From an optimization exercise on the open Yosys and OpenROAD flow, aimed at small area, a short achievable clock period and few clock cycles per item; shortcuts taken in it are not production practice.
Function was checked by simulation only, so behaviour that the tests miss may differ from the original.
Power figures rest on the tool's default switching activity, not on a simulated workload.

===== flow/design.v =====
module fft(clk, rst, data_in, wr_en, data_out, next_data_rd, busy, start);
input wire clk;
input wire rst;
input wire [19:0] data_in;
input wire wr_en;
output reg [19:0] data_out;
input wire next_data_rd;
input wire start;
output reg busy;
localparam ST_WR = 2'd0, ST_BUSY = 2'd1, ST_RD = 2'd2;
localparam BC_DONE = 7'd105;
reg [1:0] state;
reg [5:0] wcnt;
reg wfull;
reg [6:0] bc;
reg [6:0] ir;
reg [6:0] rdc;
reg [19:0] xq;
reg weq;
function [2:0] rev3;
    input [2:0] v;
    rev3 = {v[0], v[1], v[2]};
endfunction
function [41:0] twb;
    input [5:0] w;
    case (w)
      6'd0: twb = {21'h040000, 21'h000000};
      6'd1: twb = {21'h040168, 21'h002c41};
      6'd2: twb = {21'h040b41, 21'h00d085};
      6'd3: twb = {21'h045240, 21'h009b89};
      6'd4: twb = {21'h045a70, 21'h016085};
      6'd5: twb = {21'h0460a8, 21'h010c6d};
      6'd6: twb = {21'h069246, 21'h071188};
      6'd7: twb = {21'h068286, 21'h06e396};
      6'd8: twb = {21'h06d240, 21'h06d240};
      6'd9: twb = {21'h06e396, 21'h068286};
      6'd10: twb = {21'h071188, 21'h069246};
      6'd11: twb = {21'h010c6d, 21'h0460a8};
      6'd12: twb = {21'h016085, 21'h045a70};
      6'd13: twb = {21'h009b89, 21'h045240};
      6'd14: twb = {21'h00d085, 21'h040b41};
      6'd15: twb = {21'h002c41, 21'h040168};
      6'd16: twb = {21'h000000, 21'h040000};
      6'd17: twb = {21'h006545, 21'h040168};
      6'd18: twb = {21'h029181, 21'h040b41};
      6'd19: twb = {21'h02d2ad, 21'h045240};
      6'd20: twb = {21'h032181, 21'h045a70};
      6'd21: twb = {21'h030549, 21'h0460a8};
      6'd22: twb = {21'h1550a8, 21'h069246};
      6'd23: twb = {21'h14aaae, 21'h068286};
      6'd24: twb = {21'h149b40, 21'h06d240};
      6'd25: twb = {21'h148b8e, 21'h06e396};
      6'd26: twb = {21'h14db4e, 21'h071188};
      6'd27: twb = {21'h142188, 21'h010c6d};
      6'd28: twb = {21'h141230, 21'h016085};
      6'd29: twb = {21'h141b40, 21'h009b89};
      6'd30: twb = {21'h140245, 21'h00d085};
      6'd31: twb = {21'h140048, 21'h002c41};
      6'd32: twb = {21'h140000, 21'h000000};
      6'd33: twb = {21'h140048, 21'h006545};
      6'd34: twb = {21'h140245, 21'h029181};
      6'd35: twb = {21'h141b40, 21'h02d2ad};
      6'd36: twb = {21'h141230, 21'h032181};
      6'd37: twb = {21'h142188, 21'h030549};
      6'd38: twb = {21'h14db4e, 21'h1550a8};
      6'd39: twb = {21'h148b8e, 21'h14aaae};
      6'd40: twb = {21'h149b40, 21'h149b40};
      6'd41: twb = {21'h14aaae, 21'h148b8e};
      6'd42: twb = {21'h1550a8, 21'h14db4e};
      6'd43: twb = {21'h030549, 21'h142188};
      6'd44: twb = {21'h032181, 21'h141230};
      6'd45: twb = {21'h02d2ad, 21'h141b40};
      6'd46: twb = {21'h029181, 21'h140245};
      6'd47: twb = {21'h006545, 21'h140048};
      6'd48: twb = {21'h000000, 21'h140000};
      6'd49: twb = {21'h002c41, 21'h140048};
      6'd50: twb = {21'h00d085, 21'h140245};
      6'd51: twb = {21'h009b89, 21'h141b40};
      6'd52: twb = {21'h016085, 21'h141230};
      6'd53: twb = {21'h010c6d, 21'h142188};
      6'd54: twb = {21'h071188, 21'h14db4e};
      6'd55: twb = {21'h06e396, 21'h148b8e};
      6'd56: twb = {21'h06d240, 21'h149b40};
      6'd57: twb = {21'h068286, 21'h14aaae};
      6'd58: twb = {21'h069246, 21'h1550a8};
      6'd59: twb = {21'h0460a8, 21'h030549};
      6'd60: twb = {21'h045a70, 21'h032181};
      6'd61: twb = {21'h045240, 21'h02d2ad};
      6'd62: twb = {21'h040b41, 21'h029181};
      6'd63: twb = {21'h040168, 21'h006545};
    endcase
endfunction
function [19:0] RE;
    input [39:0] v;
    RE = v[39:20];
endfunction
function [19:0] IM;
    input [39:0] v;
    IM = v[19:0];
endfunction
function [17:0] proc;
    input [6:0] e;
    reg pX, pY;
    reg [1:0] sX, sY;
    reg [4:0] tX, tY;
    reg [6:0] em4, em6;
    reg [2:0] rX, rY;
    reg [5:0] wX, wY;
    begin
        sX = e[6:5];
        tX = e[4:0];
        pX = (e < 7'd96) & ((sX == 2'd0) ? ~tX[3] : (sX == 2'd1) ? ~tX[2] : ~tX[1]);
        em4 = e - 7'd4;
        em6 = e - 7'd6;
        if (e >= 7'd4 && e < 7'd36) begin
            sY = 2'd0; tY = em4[4:0]; pY = ~tY[3];
        end else if (e >= 7'd36 && e < 7'd64) begin
            sY = 2'd1; tY = em4[4:0]; pY = ~tY[2];
        end else if (e >= 7'd70 && e < 7'd102) begin
            sY = 2'd2; tY = em6[4:0]; pY = ~tY[1];
        end else begin
            sY = 2'd3; tY = 5'd0; pY = 1'b0;
        end
        rX = rev3({1'b0, tX[4:3]});
        rY = rev3({1'b1, tY[4:3]});
        wX = (sX == 2'd1) ? {1'b0, rX, 2'b00} : {2'b00, rX, 1'b0} + {1'b0, tX[2], 4'b0000};
        wY = (sY == 2'd0) ? {rY, 3'b000} : (sY == 2'd1) ? {1'b0, rY, 2'b00} :
             {2'b00, rY, 1'b0} + {1'b0, tY[2], 4'b0000};
        proc = {pX, sX, wX, pY, sY, wY};
    end
endfunction
localparam CW_XROT = 0, CW_YROT = 1, CW_YFLAT = 2, CW_PXT = 3, CW_TW0 = 4, CW_PXB = 5,
           CW_WBX3 = 6, CW_WBX1 = 7, CW_PY = 8, CW_WBY7 = 9, CW_WBY3 = 10, CW_WBY1 = 11,
           CW_TX6 = 12, CW_TX4 = 13, CW_TY0 = 14, CW_TY1 = 15, CW_TY2 = 16, CW_TY6 = 17,
           CW_TY4 = 18, CW_W = 19, CW_PRE = 25, CW_DONE = 26, CW_PB1 = 27, CW_PB2 = 28,
           CW_FX = 29, CW_FY0 = 30, CW_FY1 = 31, CW_N = 32;
function [CW_N-1:0] dec;
    input [6:0] c;
    reg [17:0] p0, p1, p2;
    reg pX0, pY0, pX1, pY1, pX2, pY2;
    reg [1:0] sX0, sY0, sX1, sX2, sY2;
    reg [CW_N-1:0] d;
    begin
        p0 = proc(c);
        p1 = proc(c + 7'd1);
        p2 = proc(c + 7'd2);
        pX1 = p1[17]; sX1 = p1[16:15]; pY1 = p1[8];
        pX0 = p0[17]; sX0 = p0[16:15]; pY0 = p0[8]; sY0 = p0[7:6];
        pX2 = p2[17]; sX2 = p2[16:15]; pY2 = p2[8]; sY2 = p2[7:6];
        d = {CW_N{1'b0}};
        d[CW_XROT] = (c < 7'd96);
        d[CW_YROT] = ((c >= 7'd4) && (c < 7'd64)) || ((c >= 7'd66) && (c < 7'd102));
        d[CW_YFLAT] = (c < 7'd102);
        d[CW_PXT] = pX0 & (sX0 == 2'd0);
        d[CW_TW0] = ~c[4];
        d[CW_PXB] = pX0 & (sX0 != 2'd0);
        d[CW_WBX3] = pX0 & (sX0 == 2'd1);
        d[CW_WBX1] = pX0 & (sX0 == 2'd2);
        d[CW_PY] = pY0;
        d[CW_WBY7] = pY0 & (sY0 == 2'd0);
        d[CW_WBY3] = pY0 & (sY0 == 2'd1);
        d[CW_WBY1] = pY0 & (sY0 == 2'd2);
        if (pY2) begin
            d[CW_TY0] = (sY2 == 2'd0) & (c == 7'd2);
            d[CW_TY1] = (sY2 == 2'd0) & (c == 7'd3);
            d[CW_TY2] = (sY2 == 2'd0) & (c != 7'd2) & (c != 7'd3);
            d[CW_TY6] = (sY2 == 2'd1);
            d[CW_TY4] = (sY2 == 2'd2);
            d[CW_W+5:CW_W] = p2[5:0];
        end else if (pX2 & (sX2 != 2'd0)) begin
            d[CW_TX6] = (sX2 == 2'd1);
            d[CW_TX4] = (sX2 == 2'd2);
            d[CW_W+5:CW_W] = p2[14:9];
        end
        d[CW_FX] = pX1 & (sX1 != 2'd0);
        d[CW_FY0] = pY1 & (c == 7'd3);
        d[CW_FY1] = pY1 & (c != 7'd3);
        d[CW_PRE] = (c >= 7'd101) && (c <= BC_DONE);
        d[CW_DONE] = (c == BC_DONE);
        d[CW_PB1] = (c == BC_DONE - 7'd1);
        d[CW_PB2] = (c == BC_DONE - 7'd2);
        dec = d;
    end
endfunction
wire busy_st = (state == ST_BUSY);
reg [CW_N-1:0] cw;
always @(posedge clk)
    cw <= (state == ST_WR) ? dec(7'd0) : (busy_st & ~cw[CW_DONE]) ? dec(bc + 7'd1) : {CW_N{1'b0}};
wire [CW_N-1:0] cwb = cw;
wire [39:0] Q [0:63];
wire [39:0] Dn [0:63];
wire [39:0] tin [0:7];
wire [7:0] en;
genvar gb, gp;
generate
    for (gb = 0; gb < 8; gb = gb + 1) begin : lane
        for (gp = 0; gp < 8; gp = gp + 1) begin : pos
            reg [39:0] r;
            assign Q[gb*8+gp] = r;
            always @(posedge clk)
                if (en[gb]) r <= Dn[gb*8+gp];
        end
    end
endgenerate
wire wr_go = (state == ST_WR) & weq & ~wfull;
wire [2:0] wb = wcnt[5:3];
wire [19:0] hH = (wb[1:0] == 2'd0) ? RE(Q[0]) : (wb[1:0] == 2'd1) ? RE(Q[8]) :
                 (wb[1:0] == 2'd2) ? RE(Q[16]) : RE(Q[24]);
wire [19:0] wp = hH + xq;
wire [19:0] wq = hH - xq;
wire [19:0] hG = wb[0] ? RE(Q[8]) : RE(Q[0]);
wire [19:0] hE = wb[0] ? RE(Q[40]) : RE(Q[32]);
wire [19:0] wGp = hG + wp;
wire [19:0] wGm = hG - wp;
wire [19:0] wnq = -wq;
wire [7:0] wsel;
wire [39:0] wval [0:7];
assign wsel[0] = (wb == 3'd0) | (wb == 3'd4) | (wb == 3'd6);
assign wsel[1] = (wb == 3'd1) | (wb == 3'd5) | (wb == 3'd7);
assign wsel[2] = (wb == 3'd2) | (wb == 3'd6);
assign wsel[3] = (wb == 3'd3) | (wb == 3'd7);
assign wsel[4] = (wb == 3'd4) | (wb == 3'd6);
assign wsel[5] = (wb == 3'd5) | (wb == 3'd7);
assign wsel[6] = (wb == 3'd6);
assign wsel[7] = (wb == 3'd7);
assign wval[0] = {(wb[2] ? (wb[1] ? wGp : wp) : xq), 20'd0};
assign wval[1] = {(wb[2] ? (wb[1] ? wGp : wp) : xq), 20'd0};
assign wval[2] = {(wb[2] ? wGm : xq), 20'd0};
assign wval[3] = {(wb[2] ? wGm : xq), 20'd0};
assign wval[4] = wb[1] ? {hE, wnq} : {wq, 20'd0};
assign wval[5] = wb[1] ? {hE, wnq} : {wq, 20'd0};
assign wval[6] = {hE, wq};
assign wval[7] = {hE, wq};
reg rdq;
wire rd_st = (state == ST_RD);
wire rd_go = rd_st & next_data_rd;
wire iss = cwb[CW_PRE] | (rd_st & rdq);
wire imode = rd_st | cwb[CW_PRE];
wire adv = busy_st | (rd_st & rdq);
wire [2:0] ib = rev3(ir[2:0]);
wire [39:0] iss_f = Q[{ib, 3'd0}];
wire [39:0] iss_g = Q[{ib, 3'd1}];
wire [39:0] tap = ({40{cwb[CW_TX6]}} & Q[6]) | ({40{cwb[CW_TX4]}} & Q[4]) |
                  ({40{cwb[CW_TY0]}} & Q[40]) | ({40{cwb[CW_TY1]}} & Q[41]) |
                  ({40{cwb[CW_TY2]}} & Q[42]) | ({40{cwb[CW_TY6]}} & Q[38]) |
                  ({40{cwb[CW_TY4]}} & Q[36]);
wire [41:0] twv = twb(imode ? ir[5:0] : cw[CW_W+5:CW_W]);
reg [39:0] ga;
reg [20:0] tca, tsa;
reg [19:0] fa;
reg pa;
always @(posedge clk) begin
    if (adv) begin
        ga <= imode ? iss_g : tap;
        tca <= twv[41:21];
        tsa <= twv[20:0];
        fa <= ir[6] ? IM(iss_f) : RE(iss_f);
        pa <= ir[6];
    end
end
wire [19:0] S1, C1, S2, C2, S3, C3, S4, C4;
wire c1, c2, c3, c4, y1, y2, y3, y4;
bmul m1 (.x(ga[39:20]), .bd(tca), .sh(S1), .ch(C1), .c12(c1), .z(y1));
bmul m2 (.x(ga[19:0]),  .bd(tsa), .sh(S2), .ch(C2), .c12(c2), .z(y2));
bmul m3 (.x(ga[19:0]),  .bd(tca), .sh(S3), .ch(C3), .c12(c3), .z(y3));
bmul m4 (.x(ga[39:20]), .bd(tsa), .sh(S4), .ch(C4), .c12(c4), .z(y4));
function [39:0] csa20;
    input [19:0] a, b, c;
    input cin;
    reg [19:0] x, y;
    begin
        x = a ^ b ^ c;
        y = (a & b) | (a & c) | (b & c);
        csa20 = {x, y[18:0], cin};
    end
endfunction
wire [39:0] ra1 = csa20(S1, C1, S2, c1);
wire [39:0] ra2 = csa20(ra1[39:20], ra1[19:0], C2, c2);
wire [39:0] ri1 = csa20(S3, C3, ~S4, c3);
wire [39:0] ri2 = csa20(ri1[39:20], ri1[19:0], ~C4, ~c4);
reg [19:0] rA, rB, rD, rE;
reg z1, z2, z3, z4;
reg [39:0] F;
reg pb;
always @(posedge clk) begin
    if (adv) begin
        rA <= ra2[39:20]; rB <= ra2[19:0];
        rD <= ri2[39:20]; rE <= ri2[19:0];
        z1 <= y1; z2 <= y2; z3 <= y3; z4 <= y4;
        F <= cwb[CW_FX] ? Q[1] : cwb[CW_FY0] ? Q[32] : cwb[CW_FY1] ? Q[33] : {fa, fa};
        pb <= pa;
    end
end
wire [19:0] fre = F[39:20];
wire [19:0] fim = F[19:0];
wire [19:0] bf_re = fre + rA + rB;
wire [19:0] bf_im = fim + rD + rE + 20'd1;
wire [19:0] bg_re = fre + ~rA + ~rB + {19'd0, z1} + {19'd0, z2};
wire [19:0] bg_im = fim + ~rD + ~rE + {19'd0, z3} + {19'd0, ~z4};
wire [39:0] bf = {bf_re, bf_im};
wire [39:0] bg = {bg_re, bg_im};
wire [19:0] tf = RE(Q[0]);
wire [19:0] tg = RE(Q[8]);
wire [19:0] tsum = tf + tg;
wire [19:0] tdif = tf - tg;
wire [19:0] tneg = -tg;
wire [39:0] trf = cw[CW_TW0] ? {tsum, 20'd0} : {tf, tneg};
wire [39:0] trg = cw[CW_TW0] ? {tdif, 20'd0} : {tf, tg};
wire [19:0] ow = pb ? bf_im : bf_re;
reg [19:0] ob1, ob2;
wire [39:0] Xout = cwb[CW_PXT] ? trf : cwb[CW_PXB] ? bf : Q[0];
wire [39:0] Yout = cwb[CW_PY] ? bf : Q[32];
wire [2:0] istep = (ir[4:3] == 2'd1) ? 3'd6 : (ir[4:3] == 2'd3) ? 3'd2 : 3'd4;
genvar gl;
generate
    for (gl = 0; gl < 8; gl = gl + 1) begin : lctl
        reg [2:0] rot;
        wire flat = busy_st & ((gl < 4) ? cw[CW_XROT] : cw[CW_YFLAT]);
        wire frot = busy_st & ((gl < 4) ? cw[CW_XROT] : cw[CW_YROT]);
        assign en[gl] = wr_go | frot | ((state != ST_WR) & (rot != 3'd0));
        wire [39:0] own = Q[gl*8];
        wire [39:0] nxt = (gl == 3) ? Xout : (gl == 7) ? Yout :
                          (gl == 0 && 1) ? (cwb[CW_PXT] ? trg : Q[8]) :
                          (gl == 4 && 1) ? (cwb[CW_WBY7] ? bg : Q[40]) : Q[gl*8+8];
        assign tin[gl] = (state == ST_WR) ? (wsel[gl] ? wval[gl] : own) :
                         flat ? nxt : own;
        always @(posedge clk) begin
            if (state == ST_WR)
                rot <= 3'd0;
            else if (iss && ib == gl)
                rot <= istep;
            else if (rot != 3'd0)
                rot <= rot - 3'd1;
        end
        for (gp = 0; gp < 8; gp = gp + 1) begin : dn
            if (gp == 7) begin : t
                assign Dn[gl*8+gp] = tin[gl];
            end else if (gl == 0 && gp == 3) begin : w3x
                assign Dn[gl*8+gp] = cwb[CW_WBX3] ? bg : Q[gl*8+gp+1];
            end else if (gl == 0 && gp == 1) begin : w1x
                assign Dn[gl*8+gp] = cwb[CW_WBX1] ? bg : Q[gl*8+gp+1];
            end else if (gl == 4 && gp == 3) begin : w3y
                assign Dn[gl*8+gp] = cwb[CW_WBY3] ? bg : Q[gl*8+gp+1];
            end else if (gl == 4 && gp == 1) begin : w1y
                assign Dn[gl*8+gp] = cwb[CW_WBY1] ? bg : Q[gl*8+gp+1];
            end else begin : sh
                assign Dn[gl*8+gp] = Q[gl*8+gp+1];
            end
        end
    end
endgenerate
always @(posedge clk) begin
    xq <= data_in;
    weq <= wr_en & ~rst;
    rdq <= rd_go;
    if (cwb[CW_PB2] | rd_go)
        data_out <= cwb[CW_PB2] ? ow : ob1;
    if (cwb[CW_PB1] | rd_go)
        ob1 <= (cwb[CW_PB1] | rdq) ? ow : ob2;
    if (cwb[CW_DONE] | (rd_st & rdq))
        ob2 <= ow;
    if (iss)
        ir <= ir + 7'd1;
    if (rst) begin
        state <= ST_WR;
        wcnt <= 6'd0;
        wfull <= 1'b0;
        busy <= 1'b0;
        bc <= 7'd0;
    end else begin
        case (state)
        ST_WR: begin
            if (wr_go) begin
                wcnt <= wcnt + 6'd1;
                if (wcnt == 6'd63)
                    wfull <= 1'b1;
            end
            if (start) begin
                state <= ST_BUSY;
                busy <= 1'b1;
                bc <= 7'd0;
                ir <= 7'd0;
            end
        end
        ST_BUSY: begin
            bc <= bc + 7'd1;
            if (cw[CW_DONE]) begin
                state <= ST_RD;
                busy <= 1'b0;
                rdc <= 7'd0;
            end
        end
        default: begin
            if (next_data_rd) begin
                rdc <= rdc + 7'd1;
                if (rdc == 7'd127) begin
                    state <= ST_WR;
                    wcnt <= 6'd0;
                    wfull <= 1'b0;
                end
            end
        end
        endcase
    end
end
endmodule
module bmul(x, bd, sh, ch, c12, z);
input wire [19:0] x;
input wire [20:0] bd;
output wire [19:0] sh;
output wire [19:0] ch;
output wire c12;
output wire z;
wire [20:0] xe = {x[19], x};
wire [20:0] xt = {x, 1'b0};
wire [31:0] row [0:6];
wire [6:0] ng;
genvar i;
generate
    for (i = 0; i < 7; i = i + 1) begin : pp
        wire one = bd[3*i];
        wire two = bd[3*i+1];
        assign ng[i] = bd[3*i+2];
        wire [20:0] r = (({21{one}} & xe) | ({21{two}} & xt)) ^ {21{ng[i]}};
        wire [31:0] u = {11'd0, ~r[20], r[19:0]};
        assign row[i] = u << (2*i);
    end
endgenerate
wire [31:0] nv = 32'haab00000 | {19'd0, ng[6], 1'b0, ng[5], 1'b0, ng[4], 1'b0, ng[3], 1'b0,
                                  ng[2], 1'b0, ng[1], 1'b0, ng[0]};
function [63:0] csa;
    input [31:0] a, b, c;
    reg [31:0] s, k;
    begin
        s = a ^ b ^ c;
        k = (a & b) | (a & c) | (b & c);
        csa = {s, k[30:0], 1'b0};
    end
endfunction
wire [63:0] l1a = csa(row[0], row[1], row[2]);
wire [63:0] l1b = csa(row[3], row[4], row[5]);
wire [63:0] l2a = csa(l1a[63:32], l1a[31:0], l1b[63:32]);
wire [63:0] l2b = csa(l1b[31:0], row[6], nv);
wire [63:0] l3 = csa(l2a[63:32], l2a[31:0], l2b[63:32]);
wire [63:0] l4 = csa(l3[63:32], l3[31:0], l2b[31:0]);
wire [31:0] S = l4[63:32];
wire [31:0] C = l4[31:0];
wire [12:0] lo = {1'b0, S[11:0]} + {1'b0, C[11:0]};
assign sh = S[31:12];
assign ch = C[31:12];
assign c12 = lo[12];
assign z = (lo[11:0] == 12'd0);
endmodule

===== flow/config.mk =====
export PLATFORM = sky130hd
export DESIGN_NAME = fft
export DESIGN_NICKNAME = fft
export VERILOG_FILES = /design/flow/design.v
export SDC_FILE = /design/flow/constraint.sdc
export NUM_CORES = 8
export LEC_CHECK = 0
export CAP_MARGIN = 70
export CORE_AREA = 5 5 555 555
export DIE_AREA = 0 0 560 560
export PLACE_DENSITY = 0.65
export SETUP_SLACK_MARGIN = 5
export SLEW_MARGIN = 70

===== flow/constraint.sdc =====
create_clock -name core_clock -period 22.0 [get_ports {clk}]
set_input_delay 4.4000 -clock core_clock [delete_from_list [all_inputs] [get_ports {clk}]]
set_output_delay 4.4000 -clock core_clock [all_outputs]
set_load 0.01 [all_outputs]

===== flow/run.sh =====
#!/bin/bash
# synth_recipe.tcl (not shown) runs the flow's synth.tcl, then flattens the netlist and writes it again
# the make line also repeats each setting of config.mk as NAME=value (left out here)
make -C /OpenROAD-flow-scripts/flow DESIGN_CONFIG=/design/flow/config.mk WORK_HOME=/design/flow/orfs CLKGATE_MAP_FILE= SYNTH_SCRIPT=/design/flow/synth_recipe.tcl finish

==> flow_metrics.tcl, run 1 <==
set metrics [dict create \
    status "finished clean" \
    worstPathArrival_ps 2060 \
    ys_top_cells_by_area "edfxtp_1 58%, fa_1 7.2%, ha_1 4.0%" \
    crit_family "buffers and inverters" \
    initial_core_util 0.486 \
    remaining_drc_errors 0 \
    coreArea_sq_um 302000 \
    crit_chain "clkdlybuf4s50_1" \
    io_buffers 45 \
    wl_per_cell_um 34.9 \
    skew_ps 106 \
    drv_cap 0 \
    stdcell_area_sq_um 170000 \
    fin_crit_sh 0.293 \
    tightest_slew_ps 525 \
    p_leak_uw 0.0607 \
    synth_top_area_frac 0.584 \
    first_global_vias 97800 \
    io_pins 46 \
    hold_class "reg -> reg" \
    power_density_nw_per_um2 146 \
    cts_resized 0 \
    grt_first_pass_wirelength_mm 753 \
    place_hpwl_mm 378 \
    max-clock-path-buffers 4 \
    p_int_uw 14500 \
    clock_latency_ps 980 \
    slew_viol_final 0 \
    postLayoutCoreUtil 0.563 \
    end_kind "output pin" \
    grt_remaining_overflow 0 \
    grt_max_degree 52 \
    period_minus_slack_ps 6460 \
    antenna_found_initial 49 \
    cp_slowest_stage_delay_ps 590 \
    clk_pin_slew_ps 60 \
    cp_num_buf_inv 1 \
    combPwrFrac 0.470 \
    hold_buffers 0 \
    cts.htree.levels 5 \
    ys_async_sr_fraction 0 \
    peakVddDrop_v 0.000208 \
    power_switching_uw 10400 \
    vias 101000 \
    yosysSeqAreaShare 0.597 \
    die_height_um 560 \
    cts_tree "yes" \
    grt.total_usage 0.336 \
    crit_type "reg -> out" \
    drt-total-wl_mm 538 \
    drive_gt1_frac 0.157 \
    die-area_sq_um 314000 \
    crit_required_ps 17600 \
    ys_ff_latch 2954 \
    cts_setup_buffers 0 \
    postPlaceCellArea_sq_um 159000 \
    synth_fp_nets 12000 \
    syn_area_sq_um 147000 \
    cts_made_buffers 309 \
    crit_slowest_cell "clkdlybuf4s50_1" \
    fp.dieW_um 560 \
    rsz0062_at_grt "false" \
    max_freq_mhz 155 \
    cts-root-buf "clkbuf_16" \
    ys_types 100 \
    setup_violations 0 \
    synth_area_per_cell_sq_um 13.4 \
    hold_viol 0 \
    p_seq_frac 0.319 \
    gp_congestion 1.00 \
    core.rowCount 202 \
    syn_to_final_growth_pct 15.9 \
    power.share.switching 0.417 \
    relSlewSlack 0.650 \
    p_clk_frac 0.211 \
    cts_sinks 2954 \
    yosysWarnings 2 \
    syn_inst 10900 \
    fin_setup_tns_ps 0 \
    ant_nets 0 \
    synth-main-ff-cell "edfxtp_1" \
    via_per_inst 6.55 \
    firstDrtPassIters 9 \
    crit_fanout 1 \
    first_iter_violations 15900 \
    synth_area_leader_cell "edfxtp_1" \
    nNetsFinal 12200 \
    synth_edf_count 2853 \
    worstSetupStartpointType "flip-flop" \
]
## cells in the final DEF, fill, tap and decap left out, types with 48 or more instances in the layout
cell	Yosys	layout
a211oi_1	69	58
a21o_1	54	54
a21oi_1	547	507
a221oi_1	106	83
a222oi_1	48	48
a22o_1	53	53
a22oi_1	572	570
a31oi_1	79	57
buf_12	0	92
buf_4	1	197
buf_6	5	82
buf_8	0	99
clkbuf_1	612	57
clkbuf_16	0	311
clkdlybuf4s50_1	0	49
clkinv_1	2	59
dfxtp_1	101	71
edfxtp_1	2853	2853
fa_1	527	520
ha_1	474	462
inv_1	789	788
mux2_2	200	199
mux2i_1	181	160
nand2_1	619	600
nand3_1	143	139
nor2_1	552	515
nor2b_1	91	58
nor3_1	99	82
o21ai_0	445	361
o22ai_1	100	95
xnor2_1	599	542
xor2_1	251	231
## synth_stat cells, types with 94 or more instances
cell type,count
edfxtp_1,2853
inv_1,789
nand2_1,619
clkbuf_1,612
xnor2_1,599
a22oi_1,572
nor2_1,552
a21oi_1,547
fa_1,527
ha_1,474
o21ai_0,445
xor2_1,251
mux2_2,200
mux2i_1,181
nand3_1,143
a221oi_1,106
dfxtp_1,101
o22ai_1,100
nor3_1,99
buf_1,94
## power groups by stage
stage	Combinational (uW)	Sequential (uW)	Clock (uW)
floorplan	5490	8420	0
global placement	9830	8030	0
detailed placement	11000	8030	0
CTS	11300	7930	5300
global route	12400	7990	5550
finish	11700	7940	5260
## layout make-up
cell class	instances	area [sq um]
antenna	24	60.1
sequential	2954	87800
fill	23700	132000
timing repair buffer	634	7630
clock inverter	183	2010
inverter	797	3010
tap	3978	4980
clock buffer	369	8020
multi-input combinational	6474	56600
## per-stage QoR
stage / hold slack (ps) / setup WS, ps / total power (uW) / instances
2_1_floorplan: 400 / -2840 / 13900 / 10900
3_3_place_gp: 400 / 15100 / 17900 / 14600
3_5_place_dp: 405 / 15730 / 19000 / 14800
4_1_cts: 379 / 15540 / 24500 / 15400
5_1_grt: 380 / 15540 / 25900 / 15400
6_report: 374 / 15540 / 24900 / 15400
## registers in the layout (all words and copies together), names as in the netlist, 24 cells and up
signal	cells
F	40
lctl.rot	24
cw	31
lane.pos.r	2560
ga	40
## path summary, 6_finish.rpt
check                                     startpoint                    to  slack (ps)  cells after the start
worst max-delay path                    data_out[18]          data_out[18]       15540                      1
worst min-delay path            lane[5].pos[3].r[25]  lane[5].pos[2].r[25]         370                      0
worst max register to register               wcnt[3]  lane[0].pos[7].r[39]       15930                     19
worst min register to register  lane[5].pos[3].r[25]  lane[5].pos[2].r[25]         370                      0
## layer usage
metal,GRT usage,up-vias,wire length (um)
met2,0.489,7787,228000
met4,0.200,40,42500
met3,0.120,1899,75100
met1,0.433,50500,192000
li1,-,40700,-
met5,0,-,281
## cells by family (layout without fill, tap and decap cells)
family / Yosys count / after routing / synth area share
fa+ha+maj: 1001 / 1001 / 0.112
xor+xnor: 851 / 851 / 0.0508
buf+inv: 1517 / 1983 / 0.0392
simple gates: 1720 / 1720 / 0.0521
other cells: 1 / 25 / 0.0000255
mux: 424 / 424 / 0.0343
compound gates: 2477 / 2477 / 0.114
flops: 2954 / 2954 / 0.597
Testbench counts, summed over its fixed seeds: cycles 19,136, frames 64.
==> run 2, diff against run 1 <==
--- a/flow/design.v
+++ b/flow/design.v
@@ -8,7 +8,7 @@
 input wire start;
 output reg busy;
 localparam ST_WR = 2'd0, ST_BUSY = 2'd1, ST_RD = 2'd2;
-localparam BC_DONE = 7'd105;
+localparam BC_DONE = 7'd103;
 reg [1:0] state;
 reg [5:0] wcnt;
 reg wfull;
@@ -103,23 +103,26 @@
     reg pX, pY;
     reg [1:0] sX, sY;
     reg [4:0] tX, tY;
-    reg [6:0] em4, em6;
+    reg [6:0] em2, em4;
     reg [2:0] rX, rY;
     reg [5:0] wX, wY;
     begin
-        sX = e[6:5];
-        tX = e[4:0];
-        pX = (e < 7'd96) & ((sX == 2'd0) ? ~tX[3] : (sX == 2'd1) ? ~tX[2] : ~tX[1]);
+        em2 = e - 7'd2;
         em4 = e - 7'd4;
-        em6 = e - 7'd6;
-        if (e >= 7'd4 && e < 7'd36) begin
-            sY = 2'd0; tY = em4[4:0]; pY = ~tY[3];
-        end else if (e >= 7'd36 && e < 7'd64) begin
-            sY = 2'd1; tY = em4[4:0]; pY = ~tY[2];
-        end else if (e >= 7'd70 && e < 7'd102) begin
-            sY = 2'd2; tY = em6[4:0]; pY = ~tY[1];
+        if (e < 7'd32) begin
+            sX = 2'd0; tX = e[4:0]; pX = ~tX[3];
+        end else if (e < 7'd60) begin
+            sX = 2'd1; tX = e[4:0]; pX = ~tX[2];
+        end else if (e >= 7'd66 && e < 7'd98) begin
+            sX = 2'd2; tX = em2[4:0]; pX = ~tX[1];
         end else begin
-            sY = 2'd3; tY = 5'd0; pY = 1'b0;
+            sX = 2'd3; tX = 5'd0; pX = 1'b0;
+        end
+        tY = em4[4:0];
+        if (e >= 7'd4 && e < 7'd100) begin
+            sY = em4[6:5]; pY = (sY == 2'd0) ? ~tY[3] : (sY == 2'd1) ? ~tY[2] : ~tY[1];
+        end else begin
+            sY = 2'd3; pY = 1'b0;
         end
         rX = rev3({1'b0, tX[4:3]});
         rY = rev3({1'b1, tY[4:3]});
@@ -133,7 +136,7 @@
            CW_WBX3 = 6, CW_WBX1 = 7, CW_PY = 8, CW_WBY7 = 9, CW_WBY3 = 10, CW_WBY1 = 11,
            CW_TX6 = 12, CW_TX4 = 13, CW_TY0 = 14, CW_TY1 = 15, CW_TY2 = 16, CW_TY6 = 17,
            CW_TY4 = 18, CW_W = 19, CW_PRE = 25, CW_DONE = 26, CW_PB1 = 27, CW_PB2 = 28,
-           CW_FX = 29, CW_FY0 = 30, CW_FY1 = 31, CW_N = 32;
+           CW_FX = 29, CW_FY0 = 30, CW_FY1 = 31, CW_XFLAT = 32, CW_N = 33;
 function [CW_N-1:0] dec;
     input [6:0] c;
     reg [17:0] p0, p1, p2;
@@ -148,9 +151,10 @@
         pX0 = p0[17]; sX0 = p0[16:15]; pY0 = p0[8]; sY0 = p0[7:6];
         pX2 = p2[17]; sX2 = p2[16:15]; pY2 = p2[8]; sY2 = p2[7:6];
         d = {CW_N{1'b0}};
-        d[CW_XROT] = (c < 7'd96);
-        d[CW_YROT] = ((c >= 7'd4) && (c < 7'd64)) || ((c >= 7'd66) && (c < 7'd102));
-        d[CW_YFLAT] = (c < 7'd102);
+        d[CW_XROT] = (c < 7'd60) || ((c >= 7'd62) && (c < 7'd98));
+        d[CW_XFLAT] = (c < 7'd98);
+        d[CW_YROT] = (c >= 7'd4) && (c < 7'd100);
+        d[CW_YFLAT] = (c < 7'd100);
         d[CW_PXT] = pX0 & (sX0 == 2'd0);
         d[CW_TW0] = ~c[4];
         d[CW_PXB] = pX0 & (sX0 != 2'd0);
@@ -175,7 +179,7 @@
         d[CW_FX] = pX1 & (sX1 != 2'd0);
         d[CW_FY0] = pY1 & (c == 7'd3);
         d[CW_FY1] = pY1 & (c != 7'd3);
-        d[CW_PRE] = (c >= 7'd101) && (c <= BC_DONE);
+        d[CW_PRE] = (c >= BC_DONE - 7'd4) && (c <= BC_DONE);
         d[CW_DONE] = (c == BC_DONE);
         d[CW_PB1] = (c == BC_DONE - 7'd1);
         d[CW_PB2] = (c == BC_DONE - 7'd2);
@@ -308,6 +312,7 @@
 wire [39:0] trg = cw[CW_TW0] ? {tdif, 20'd0} : {tf, tg};
 wire [19:0] ow = pb ? bf_im : bf_re;
 reg [19:0] ob1, ob2;
+reg [19:0] dq;        
 wire [39:0] Xout = cwb[CW_PXT] ? trf : cwb[CW_PXB] ? bf : Q[0];
 wire [39:0] Yout = cwb[CW_PY] ? bf : Q[32];
 wire [2:0] istep = (ir[4:3] == 2'd1) ? 3'd6 : (ir[4:3] == 2'd3) ? 3'd2 : 3'd4;
@@ -315,7 +320,7 @@
 generate
     for (gl = 0; gl < 8; gl = gl + 1) begin : lctl
         reg [2:0] rot;
-        wire flat = busy_st & ((gl < 4) ? cw[CW_XROT] : cw[CW_YFLAT]);
+        wire flat = busy_st & ((gl < 4) ? cw[CW_XFLAT] : cw[CW_YFLAT]);
         wire frot = busy_st & ((gl < 4) ? cw[CW_XROT] : cw[CW_YROT]);
         assign en[gl] = wr_go | frot | ((state != ST_WR) & (rot != 3'd0));
         wire [39:0] own = Q[gl*8];
@@ -354,7 +359,9 @@
     weq <= wr_en & ~rst;
     rdq <= rd_go;
     if (cwb[CW_PB2] | rd_go)
-        data_out <= cwb[CW_PB2] ? ow : ob1;
+        dq <= cwb[CW_PB2] ? ow : ob1;
+    data_out <= cwb[CW_PB2] ? ow : rd_go ? ob1 : dq;
+    busy <= ~rst & (((state == ST_WR) & start) | (busy_st & ~cw[CW_DONE]));
     if (cwb[CW_PB1] | rd_go)
         ob1 <= (cwb[CW_PB1] | rdq) ? ow : ob2;
     if (cwb[CW_DONE] | (rd_st & rdq))
@@ -365,7 +372,6 @@
         state <= ST_WR;
         wcnt <= 6'd0;
         wfull <= 1'b0;
-        busy <= 1'b0;
         bc <= 7'd0;
     end else begin
         case (state)
@@ -377,7 +383,6 @@
             end
             if (start) begin
                 state <= ST_BUSY;
-                busy <= 1'b1;
                 bc <= 7'd0;
                 ir <= 7'd0;
             end
@@ -386,7 +391,6 @@
             bc <= bc + 7'd1;
             if (cw[CW_DONE]) begin
                 state <= ST_RD;
-                busy <= 1'b0;
                 rdc <= 7'd0;
             end
         end
==> flow_metrics.tcl, run 2 <==
set metrics [dict create \
    clock_latency_ps 960 \
    crit_family "buffers and inverters" \
    postLayoutCoreUtil 0.566 \
    p_leak_uw 0.0610 \
    hold_viol 0 \
    cts_tree "yes" \
    p_seq_frac 0.310 \
    drt-total-wl_mm 518 \
    synth_fp_nets 12100 \
    yosysMostFrequentCell "edfxtp_1" \
    initial_core_util 0.490 \
    synth_area_per_cell_sq_um 13.4 \
    crit_required_ps 17600 \
    coreArea_sq_um 302000 \
    combPwrFrac 0.479 \
    cts_made_buffers 308 \
    fp.dieW_um 560 \
    tightest_slew_ps 524 \
    status "finished clean" \
    syn_area_sq_um 148000 \
    die-area_sq_um 314000 \
    power.share.switching 0.422 \
    skew_ps 71.0 \
    worstPathArrival_ps 1930 \
    place_hpwl_mm 365 \
    cts.htree.levels 5 \
    ys_async_sr_fraction 0 \
    hold_end "lane[4].pos[4].r[6]" \
    dp.cells 14900 \
    ys_types 90 \
    grt_remaining_overflow 0 \
    crit_chain "clkdlybuf4s50_1" \
    largest_reg_flops 2560 \
    vias 100000 \
    core.rowCount 202 \
    cts_sinks 2975 \
    rsz0062_at_grt "false" \
    nNetsFinal 12300 \
    drive_gt1_frac 0.156 \
    ys_top_cells_by_area "edfxtp_1 58%, fa_1 7.1%, ha_1 4.0%" \
    ff2ff_path_depth 22 \
    firstDrtPassIters 10 \
    hold_depth 0 \
    top_register "lane.pos.r" \
    ff2ff_setup_slack_ps 15790 \
    io_buffers 45 \
    power_switching_uw 10700 \
    synth_top_area_frac 0.579 \
    die_height_um 560 \
    setup_violations 0 \
    syn_inst 11000 \
    grt_max_degree 78 \
    highest_layer "met5" \
    antenna_found_initial 40 \
    crit_fanout 1 \
    power_density_nw_per_um2 148 \
    yosys-top-cells-count "2853 x edfxtp_1, 792 x inv_1, 629 x clkbuf_1, 611 x xnor2_1, 595 x a21oi_1" \
    via_per_inst 6.45 \
    yosysWarnings 2 \
    drv_cap 0 \
    final_cells 15500 \
    relSlewSlack 0.651 \
    r2r-start "wcnt[3]" \
    synth-main-ff-cell "edfxtp_1" \
    first_global_vias 97700 \
    ant_nets 0 \
    grt_first_pass_wirelength_mm 730 \
    peakVddDrop_v 0.000167 \
    io_pins 46 \
    cts_setup_buffers 0 \
    first_iter_violations 15100 \
    fin_crit_sh 0.288 \
    end_kind "output pin" \
    layout_common_cells "2853 x edfxtp_1, 788 x inv_1, 573 x a21oi_1" \
    cts-root-buf "clkbuf_16" \
    synth_area_leader_cell "edfxtp_1" \
    cp_num_buf_inv 1 \
    layout_commonest_cell "edfxtp_1" \
    ys_ff_latch 2975 \
    clk_pin_slew_ps 60 \
    syn_to_final_growth_pct 15.7 \
    hold_buffers 0 \
    p_clk_frac 0.211 \
    max_freq_mhz 158 \
    hold_class "reg -> reg" \
    remaining_drc_errors 0 \
    yosysSeqAreaShare 0.596 \
    gp_congestion 0.977 \
    worstSetupStartpointType "flip-flop" \
    final.setup.worst_slack_ps 15670 \
    hold_path_startpoint "lane[4].pos[5].r[6]" \
    cp_slowest_stage_delay_ps 580 \
    p_int_uw 14700 \
    crit_slowest_cell "clkdlybuf4s50_1" \
    wl_met1_mm 192 \
    wl_per_cell_um 33.3 \
    grt.total_usage 0.322 \
    dr_wl_met2_mm 226 \
    wl_met3_mm 66.8 \
    slew_viol_final 0 \
    post-place-ws_ps 15680 \
    crit_type "reg -> out" \
    rr_endpoint "lane[0].pos[7].r[39]" \
    cts_resized 0 \
    startpoint "data_out[18]" \
    max-clock-path-buffers 4 \
    top_regs "lane.pos.r: 2560 flops, F: 40 flops, ga: 40 flops" \
    period_minus_slack_ps 6330 \
    synth_edf_count 2853 \
]
## run 2: cell types whose count changed in the layout (fill, tap and decap cells not counted), moves of 21 or more
cell	change
buf_8	-23
a221o_1	-22
a21oi_1	+66
dfxtp_1	+21
and2_1	+21
clkinv_1	-25
nor3_1	+28
o22ai_1	+28
nand2_1	-47
o21ai_0	-38
## run 2: per-layer routing
layer  up-vias  GRT usage
met5         -          0
met3      1450      0.105
met4        20      0.167
li1      41100          -
met2      6999      0.481
met1     50500      0.423
## run 2: cell type report
type                    instances  area (sq um)
clock buffers                 388          8110
repair buffers                648          7700
clock inverters               170          2080
diodes                         21          52.6
well taps                    3978          4980
multi-input cells            6543         56900
inverters                     798          3010
fillers                     23800        131000
flip-flops and latches       2975         88200
## run 2: kinds of logic (layout without fill, tap and decap cells)
| family | after synthesis | in the layout | synth area share |
|---|---|---|---|
| AOI/OAI and AO/OA | 2501 | 2501 | 0.113 |
| xor gates and xnor gates | 853 | 853 | 0.0508 |
| adders and majority gates | 997 | 997 | 0.111 |
| buffers and inverters | 1528 | 2004 | 0.0388 |
| DFF | 2975 | 2975 | 0.596 |
| muxes | 465 | 465 | 0.0379 |
| other | 1 | 22 | 0.0000254 |
| and+or+nand+nor | 1726 | 1726 | 0.0522 |
## run 2: power groups by stage
| stage | sequential, uW | clock [uW] | combinational, uW |
|---|---|---|---|
| after global routing | 7930 | 5640 | 12800 |
| final | 7880 | 5350 | 12200 |
| after detailed placement | 7980 | 0 | 11600 |
| after floorplan | 8360 | 0 | 5520 |
| after CTS | 7880 | 5400 | 11800 |
| after global placement | 7990 | 0 | 10700 |
## run 2: worst max path at each step
stage | endpoint | slack, ps | depth (start not counted)
final | data_out[18] | 15670 | 1
after floorplan | lane[4].pos[0].r[0] | -2720 | 4
after global placement | dq[17] | 14420 | 3
after detailed placement | wcnt[5] | 15680 | 8
after global routing | lane[1].pos[7].r[39] | 15500 | 22
after CTS | data_out[18] | 15610 | 1
## run 2: metrics by stage
step	area [sq um]	hold WS [ps]	power, uW	setup TNS [ps]
global route	171000	397	26400	0
floorplan	148000	400	13900	-6957690
CTS	170000	392	25100	0
global placement	153000	400	18600	0
finish	171000	391	25400	0
detailed placement	160000	405	19600	0
## run 2: worst register-to-register path: cells and delay by family (launching register included)
family	cells	cell delay [ps]
flip-flops	1	630
multiplexers	1	440
AND/OR/NAND/NOR	2	180
adder cells (fa/ha/maj)	2	940
AO/OA/AOI/OAI	12	2450
buffers and inverters	3	720
XOR/XNOR	2	600
Testbench counts of run 2, summed over its fixed seeds: cycles 19,008, frames 64.
==> run 3, diff against run 2 <==
==> flow/flow/run.sh (new file) <==
#!/bin/bash
# Layout flow: the standard ORFS flow (standard.sh, all steps, with the
# settings of config.mk), except that the timing repairs (after floorplan,
# clock tree synthesis and global routing) aim for 16 ns of setup slack at
# the 22 ns clock instead of 0, so that they also speed up paths that already
# meet it.  The clock, constraints, synthesis and everything else are the
# standard flow's.  The whole output of the flow goes to flow.log; ORFS keeps
# the log of each of its steps under orfs/logs.
set -euo pipefail
export SETUP_SLACK_MARGIN=16
bash standard.sh > flow.log 2>&1
==> flow/standard.sh (new file) <==
#!/bin/bash
# synth_recipe.tcl (not shown) runs the flow's synth.tcl, then flattens the netlist and writes it again
# the make line also repeats each setting of config.mk as NAME=value (left out here)
make -C /OpenROAD-flow-scripts/flow DESIGN_CONFIG=/design/flow/config.mk WORK_HOME=/design/flow/orfs CLKGATE_MAP_FILE= SYNTH_SCRIPT=/design/flow/synth_recipe.tcl "${@:-finish}"
--- a/flow/config.mk
+++ b/flow/config.mk
@@ -9,5 +9,4 @@
 export CORE_AREA = 5 5 555 555
 export DIE_AREA = 0 0 560 560
 export PLACE_DENSITY = 0.65
-export SETUP_SLACK_MARGIN = 5
 export SLEW_MARGIN = 70
removed: flow/run.sh
==> flow_metrics.tcl, run 3 <==
set metrics [dict create \
    p_leak_uw 0.0609 \
    ant_nets 0 \
    die-area_sq_um 314000 \
    grt_remaining_overflow 0 \
    synth_area_leader_cell "edfxtp_1" \
    crit_required_ps 17600 \
    yosysMostFrequentCell "edfxtp_1" \
    gp_congestion 0.966 \
    firstDrtPassIters 9 \
    ys_ff_latch 2975 \
    crit_chain "dlygate4sd2_1" \
    hold_class "reg -> reg" \
    syn_inst 11000 \
    cts_made_buffers 313 \
    initial_core_util 0.490 \
    regArea_sq_um 88200 \
    synth-main-ff-cell "edfxtp_1" \
    cp_slowest_stage_delay_ps 370 \
    cts_tree "yes" \
    setup_violations 0 \
    largest_reg_flops 2560 \
    drt-total-wl_mm 513 \
    crit_fanout 1 \
    yosysSeqAreaShare 0.596 \
    synth_compound_area_frac 0.113 \
    finalPower_uw 25100 \
    cp_num_buf_inv 1 \
    via_per_inst 6.45 \
    status "finished clean" \
    final_cells 15500 \
    peakVddDrop_v 0.000209 \
    synth_top_family_by_area "compound AO/OA/AOI/OAI gates" \
    max_freq_mhz 168 \
    nFillCells 23800 \
    top_regs "lane.pos.r: 2560 flops, F: 40 flops, ga: 40 flops" \
    synth_area_per_cell_sq_um 13.4 \
    nNetsFinal 12300 \
    ys_top_cells_by_area "edfxtp_1 58%, fa_1 7.1%, ha_1 4.0%" \
    yosys-top-cells-count "2853 x edfxtp_1, 792 x inv_1, 629 x clkbuf_1, 611 x xnor2_1, 595 x a21oi_1" \
    synth_fp_nets 12100 \
    clock_latency_ps 900 \
    ys_types 90 \
    cts_sinks 2975 \
    grt_first_pass_wirelength_mm 726 \
    fin_crit_sh 0.270 \
    layout_commonest_cell "edfxtp_1" \
    coreArea_sq_um 302000 \
    first_global_vias 97900 \
    remaining_drc_errors 0 \
    worstSetupStartpointType "flip-flop" \
    rsz0062_at_grt "false" \
    end_kind "output pin" \
    skew_ps 58.7 \
    period_minus_slack_ps 5940 \
    cts-root-buf "clkbuf_16" \
    antenna_found_initial 36 \
    drv_cap 0 \
    hold_buffers 0 \
    io_buffers 45 \
    die_height_um 560 \
    r2r-start "lane[1].pos[0].r[20]" \
    slew_viol_final 0 \
    grt_max_degree 58 \
    worstPathArrival_ps 1540 \
    crit_slowest_cell "dfxtp_2" \
    synth_top_area_frac 0.579 \
    io_pins 46 \
    place_hpwl_mm 364 \
    power_density_nw_per_um2 147 \
    fin_setup_tns_ps 0 \
    wl_per_cell_um 33.0 \
    syn_area_sq_um 148000 \
    synth_xor_area_frac 0.0508 \
    grt.total_usage 0.319 \
    first_iter_violations 15100 \
    synth_adder_area_share 0.111 \
    syn_to_final_growth_pct 15.5 \
    hold_path_startpoint "lane[0].pos[5].r[27]" \
    fp.dieW_um 560 \
    synth_edf_count 2853 \
    crit_type "reg -> out" \
    synth-simple-area-share 0.0522 \
    clk_pin_slew_ps 60 \
    hold_viol 0 \
    multi_input_area_sq_um 57000 \
    cts.htree.levels 5 \
    tightest_slew_ps 511 \
    dp.cells 14900 \
    vias 100000 \
    core.rowCount 202 \
    ys_async_sr_fraction 0 \
    drive_gt1_frac 0.159 \
    top_register "lane.pos.r" \
    crit_family "flip-flops" \
    relSlewSlack 0.652 \
    layout_common_cells "2853 x edfxtp_1, 787 x inv_1, 565 x a21oi_1" \
    max-clock-path-buffers 4 \
    synth.mux.area_fraction 0.0379 \
    startpoint "data_out[17]" \
    yosysWarnings 2 \
]
==> run 3: area by class of cell <==
| type | instances | area share |
|---|---|---|
| Clock inverter | 193 | 0.0110 |
| Timing Repair Buffer | 646 | 0.0439 |
| Clock buffer | 366 | 0.0478 |
| Sequential cell | 2975 | 0.516 |
| Inverter | 798 | 0.0176 |
| Tap cell | 3978 | 0.0291 |
| Multi-Input combinational cell | 6543 | 0.334 |
| Antenna cell | 28 | 0.000410 |
==> run 3: kinds of logic (layout without fill, tap and decap cells) <==
kind of cell,after synthesis,in the layout
other,1,29
AND/OR/NAND/NOR,1726,1726
AO/OA/AOI/OAI,2501,2501
XOR/XNOR,853,853
adder cells (fa/ha/maj),997,997
flip-flops,2975,2975
multiplexers,465,465
buffers and inverters,1528,2003
==> run 3: worst reg2reg max path, stage by stage (launching register included) <==
cell and delay (ps):
edfxtp_1 460, clkbuf_4 230, mux4_2 510, ha_1 240
inv_1 90, fa_1 230, o21bai_1 110, a211oi_1 310
o21bai_2 160, a2111oi_0 390, buf_4 210, o31ai_1 90
xnor2_1 380, inv_1 90, ha_2 410, inv_1 120
a21oi_1 170, o41ai_2 90, buf_1 140, a211oi_2 360
o21bai_1 110, a21oi_1 210, xnor3_1 300, o211ai_1 190
==> run 3: final timing paths <==
kind | depth (start not counted) | slack (ps) | to
worst max-delay path | 1 | 16060 | data_out[17]
worst min-delay path | 0 | 390 | lane[0].pos[4].r[27]
worst max register to register | 23 | 16220 | lane[3].pos[7].r[39]
worst min register to register | 0 | 390 | lane[0].pos[4].r[27]
==> run 3: per-stage QoR <==
step	setup WS (ps)	area, sq um	hold WS, ps	util
2_1_floorplan	15470	148000	400	-
3_3_place_gp	14500	153000	400	0.508
3_5_place_dp	15740	160000	405	0.529
4_1_cts	15980	170000	393	0.562
5_1_grt	16010	171000	399	0.565
6_report	16060	171000	390	0.566
==> run 3: layer usage <==
metal / up-vias / GRT usage / wire, um
met4: 28 / 0.154 / 31300
met5: - / 0.00168 / 243
met3: 1421 / 0.0944 / 64700
li1: 41100 / - / -
met2: 6944 / 0.483 / 226000
met1: 50600 / 0.424 / 191000
==> run 3: report_power, final <==
group | internal, uW | switching [uW] | total, uW
registers | 7460 | 429 | 7890
clock network | 3010 | 2290 | 5300
logic | 4220 | 7720 | 11900
total | 14700 | 10400 | 25100
==> run 3: timing repair <==
item,4_1_cts,5_1_grt
setup endpoints to repair,31,18
buffers inserted,0,9
pin swaps,0,5
resized for setup,35,15
gates cloned,0,1

-- re-timing with driven ports --
In the flow no input, the clock included, has a driving cell. The finished layouts below were timed again as built, in two steps.
Step 1: set_driving_cell puts a clkbuf_16 on clk and a buf_2 on each other input, an assumption about the parent block.
Step 2 also shifts input and output timing later by t, the mid clock arrival at the registers, as if the neighbouring blocks saw the same clock.
a / b / c = ideal ports / drivers / drivers and shift; a / b = the first two.
run	t, ns	slack for setup (ns)	worst setup path after step 2	slew at the worst register clock pin (ns)	worst slew at a driven data input, ns
run 1	1.024	15.544 / 15.444 / 15.706	input to register	0.07 / 0.07	0.06
run 2	1.026	15.669 / 15.565 / 15.624	input to register	0.07 / 0.07	0.07
run 3	0.971	16.058 / 15.958 / 15.667	input to register	0.07 / 0.07	0.07
After both steps setup and hold are still met in every run listed. For run 3, which loses most, drivers alone change the setup slack by -0.100 ns; drivers and shift together by -0.391 ns.
